This design comes from an exercise in tuning for small area and a short achievable clock period on the open sky130 flow, not from production work. No activity file was given, so power comes from the tool's default toggle rates.

main:
==> flow/design.v (excerpt) <==
module bit_population_counter #(
  parameter WIDTH                 = 256
) (
  input  logic                    clk_i,
  input  logic                    srst_i,
  input  logic [WIDTH-1:0]        data_i,
  input  logic                    data_val_i,
  output logic [$clog2(WIDTH):0]  data_o,
  output logic                    data_val_o
);
For scale: about 21 flip-flops, about 270 I/O pins, about 5600 µm² of cells after synthesis.
==> flow/config.mk <==
export PLATFORM = sky130hd
export DESIGN_NAME = bit_population_counter
export DESIGN_NICKNAME = bit_population_counter
export VERILOG_FILES = /design/flow/design.v
export SDC_FILE = /design/flow/constraint.sdc
export NUM_CORES = 4
export LEC_CHECK = 0
export CAP_MARGIN = 20
export CORE_MARGIN = 2
export CORE_UTILIZATION = 40
export CTS_BUF_LIST = sky130_fd_sc_hd__clkbuf_8
export SLEW_MARGIN = 20
export SYNTH_HIERARCHICAL = 1
==> flow/constraint.sdc <==
create_clock -name core_clock -period 11.0 [get_ports {clk_i}]
set_input_delay 2.2000 -clock core_clock [delete_from_list [all_inputs] [get_ports {clk_i}]]
set_output_delay 2.2000 -clock core_clock [all_outputs]
set_load 0.01 [all_outputs]
standard.sh (not shown) runs the stock make flow with config.mk's settings and CLKGATE_MAP_FILE= SYNTH_SCRIPT=/design/flow/synth_recipe.tcl, a recipe that flattens the netlist after the stock synthesis.
==> flow/flow/run.sh <==
#!/bin/bash
# The standard layout (standard.sh), with plain buf_1 cells as the port buffers and a
# small clock tree. The make output goes to standard.log; each ORFS step logs to orfs/logs/.
set -euo pipefail
export BUFFER_PORTS_ARGS="-buffer_cell sky130_fd_sc_hd__buf_1"
export CTS_ARGS="-sink_clustering_enable -repair_clock_nets -dont_use_dummy_load -buf_list sky130_fd_sc_hd__clkbuf_8"
bash standard.sh > standard.log 2>&1
Input-level comparison between the feature branch and main:
diff --git a/flow/design.v b/flow/design.v
--- a/flow/design.v
+++ b/flow/design.v
@@ -8,24 +8,40 @@
   assign s  = a ^ b ^ ci;
   assign co = ( a & b ) | ( a & ci ) | ( b & ci );
 endmodule
 module pc_ha (
   input  logic a,
   input  logic b,
   output logic s,
   output logic co
 );
   assign s  = a ^ b;
   assign co = a & b;
 endmodule
+module pc_x3 (
+  input  logic a,
+  input  logic b,
+  input  logic c,
+  output logic y
+);
+  assign y = a ^ b ^ c;
+endmodule
+module pc_mj (
+  input  logic a,
+  input  logic b,
+  input  logic c,
+  output logic y
+);
+  assign y = ( a & b ) | ( a & c ) | ( b & c );
+endmodule
 module bit_population_counter #(
   parameter WIDTH                 = 256
 ) (
   input  logic                    clk_i,
   input  logic                    srst_i,
   input  logic [WIDTH-1:0]        data_i,
   input  logic                    data_val_i,
   output logic [$clog2(WIDTH):0]  data_o,
   output logic                    data_val_o
 );
 logic [19:0] cs_d, cs_q;
 logic s1, c2, s3, c4, s5, c6, s7, c8, s9, c10, s11, c12, s13, c14, s15, c16;
@@ -315,26 +331,32 @@
 assign cs_d[17] = c468;  
 assign cs_d[18] = c470;  
 assign cs_d[19] = c472;  
 always_ff @( posedge clk_i )
   cs_q <= cs_d;
 always_ff @( posedge clk_i )
   begin
     if( srst_i )
       data_val_o <= 1'b0;
     else
       data_val_o <= data_val_i;
   end
-  pc_fa u_s473 (.a(cs_q[6]), .b(cs_q[7]), .ci(cs_q[8]), .s(s473), .co(c474));
+  pc_x3 u_s473 (.a(cs_q[6]), .b(cs_q[7]), .c(cs_q[8]), .y(s473));
+  pc_mj u_c474 (.a(cs_q[6]), .b(cs_q[7]), .c(cs_q[8]), .y(c474));
   pc_ha u_s475 (.a(cs_q[12]), .b(cs_q[13]), .s(s475), .co(c476));
   pc_ha u_s477 (.a(cs_q[16]), .b(cs_q[17]), .s(s477), .co(c478));
   pc_ha u_s479 (.a(cs_q[9]), .b(cs_q[10]), .s(s479), .co(c480));
-  pc_fa u_s481 (.a(cs_q[14]), .b(cs_q[15]), .ci(s475), .s(s481), .co(c482));
-  pc_fa u_s483 (.a(cs_q[18]), .b(cs_q[19]), .ci(c476), .s(s483), .co(c484));
+  pc_x3 u_s481 (.a(cs_q[14]), .b(cs_q[15]), .c(s475), .y(s481));
+  pc_mj u_c482 (.a(cs_q[14]), .b(cs_q[15]), .c(s475), .y(c482));
+  pc_x3 u_s483 (.a(cs_q[18]), .b(cs_q[19]), .c(c476), .y(s483));
+  pc_mj u_c484 (.a(cs_q[18]), .b(cs_q[19]), .c(c476), .y(c484));
   pc_ha u_s485 (.a(cs_q[3]), .b(cs_q[4]), .s(s485), .co(c486));
-  pc_fa u_s487 (.a(cs_q[11]), .b(s479), .ci(s473), .s(s487), .co(c488));
-  pc_fa u_s489 (.a(c480), .b(c474), .ci(s481), .s(s489), .co(c490));
-  pc_fa u_s491 (.a(s477), .b(c482), .ci(s483), .s(s491), .co(c492));
+  pc_x3 u_s487 (.a(cs_q[11]), .b(s479), .c(s473), .y(s487));
+  pc_mj u_c488 (.a(cs_q[11]), .b(s479), .c(s473), .y(c488));
+  pc_x3 u_s489 (.a(c480), .b(c474), .c(s481), .y(s489));
+  pc_mj u_c490 (.a(c480), .b(c474), .c(s481), .y(c490));
+  pc_x3 u_s491 (.a(s477), .b(s483), .c(c482), .y(s491));
+  pc_mj u_c492 (.a(s477), .b(s483), .c(c482), .y(c492));
   pc_ha u_s493 (.a(c478), .b(c484), .s(s493), .co(c494));
 assign data_o = {1'b0, c494, c492, c490, c488, c486, s485, cs_q[2], cs_q[0]}
               + {1'b0, 1'b0, s493, s491, s489, s487, cs_q[5], 1'b0, cs_q[1]};
 endmodule
### Flow results
Against main, the feature branch comes in about 3.3% higher on ratio of total power to cell area.
On sequential share of layout area, main tracks the feature branch almost exactly.
The feature branch vs main — switching power of the nets climbed by a few percent
NOTE post-route met1 wirelength main->the feature branch increased by a few percent
Between the feature branch and main, the difference in simple-gate share of the synthesized area is negligible.
On first-iteration detailed-routing DRC count, main loses to the feature branch.
Comparing the feature branch and main, the lower count of unique library cells instantiated by Yosys is on main.
Fmax across the feature branch and main: no real change.
Changes observed in the feature branch relative to main: slew at the pin closest to its max-slew limit up 0.014 ns; design area up 1.3%; final standard cell count with taps included and fillers excluded up 0.80%; wire length up about 5%.
[diff] count of vias placed by the detailed router, the feature branch relative to main: regression
No run of this note included a check of the RTL's function; only the layout flow was run.

-- re-timing with driven ports --
The results above use ideal ports. As a check the final layouts listed here were re-extracted and re-timed, cells and wires unchanged. Step 1 (the two cells are an assumption about what drives the block):
set clk [get_ports {clk_i}]
set_driving_cell -lib_cell sky130_fd_sc_hd__clkbuf_16 $clk
set_driving_cell -lib_cell sky130_fd_sc_hd__buf_2 [delete_from_list [all_inputs] $clk]
Step 2 adds t to the input delays and takes it off the output delays; t is the mean of the earliest and latest rising clock arrival at the registers after step 1. Input paths then give back, and output paths get back, about the clock's delay inside the block. Three values: ideal ports, drivers, drivers and shift; two values: the first two.
run	shift t [ns]	slack for setup (ns)	latest minus earliest clock arrival (ns)
main	0.282	5.287 / 5.287 / 5.005	0.006 / 0.006
the feature branch	0.278	5.276 / 5.273 / 4.995	0.017 / 0.016
After both steps every run listed still meets setup and hold. The setup slack of main, which loses most, moves by 0.000 ns with the drivers and by -0.282 ns with both steps.
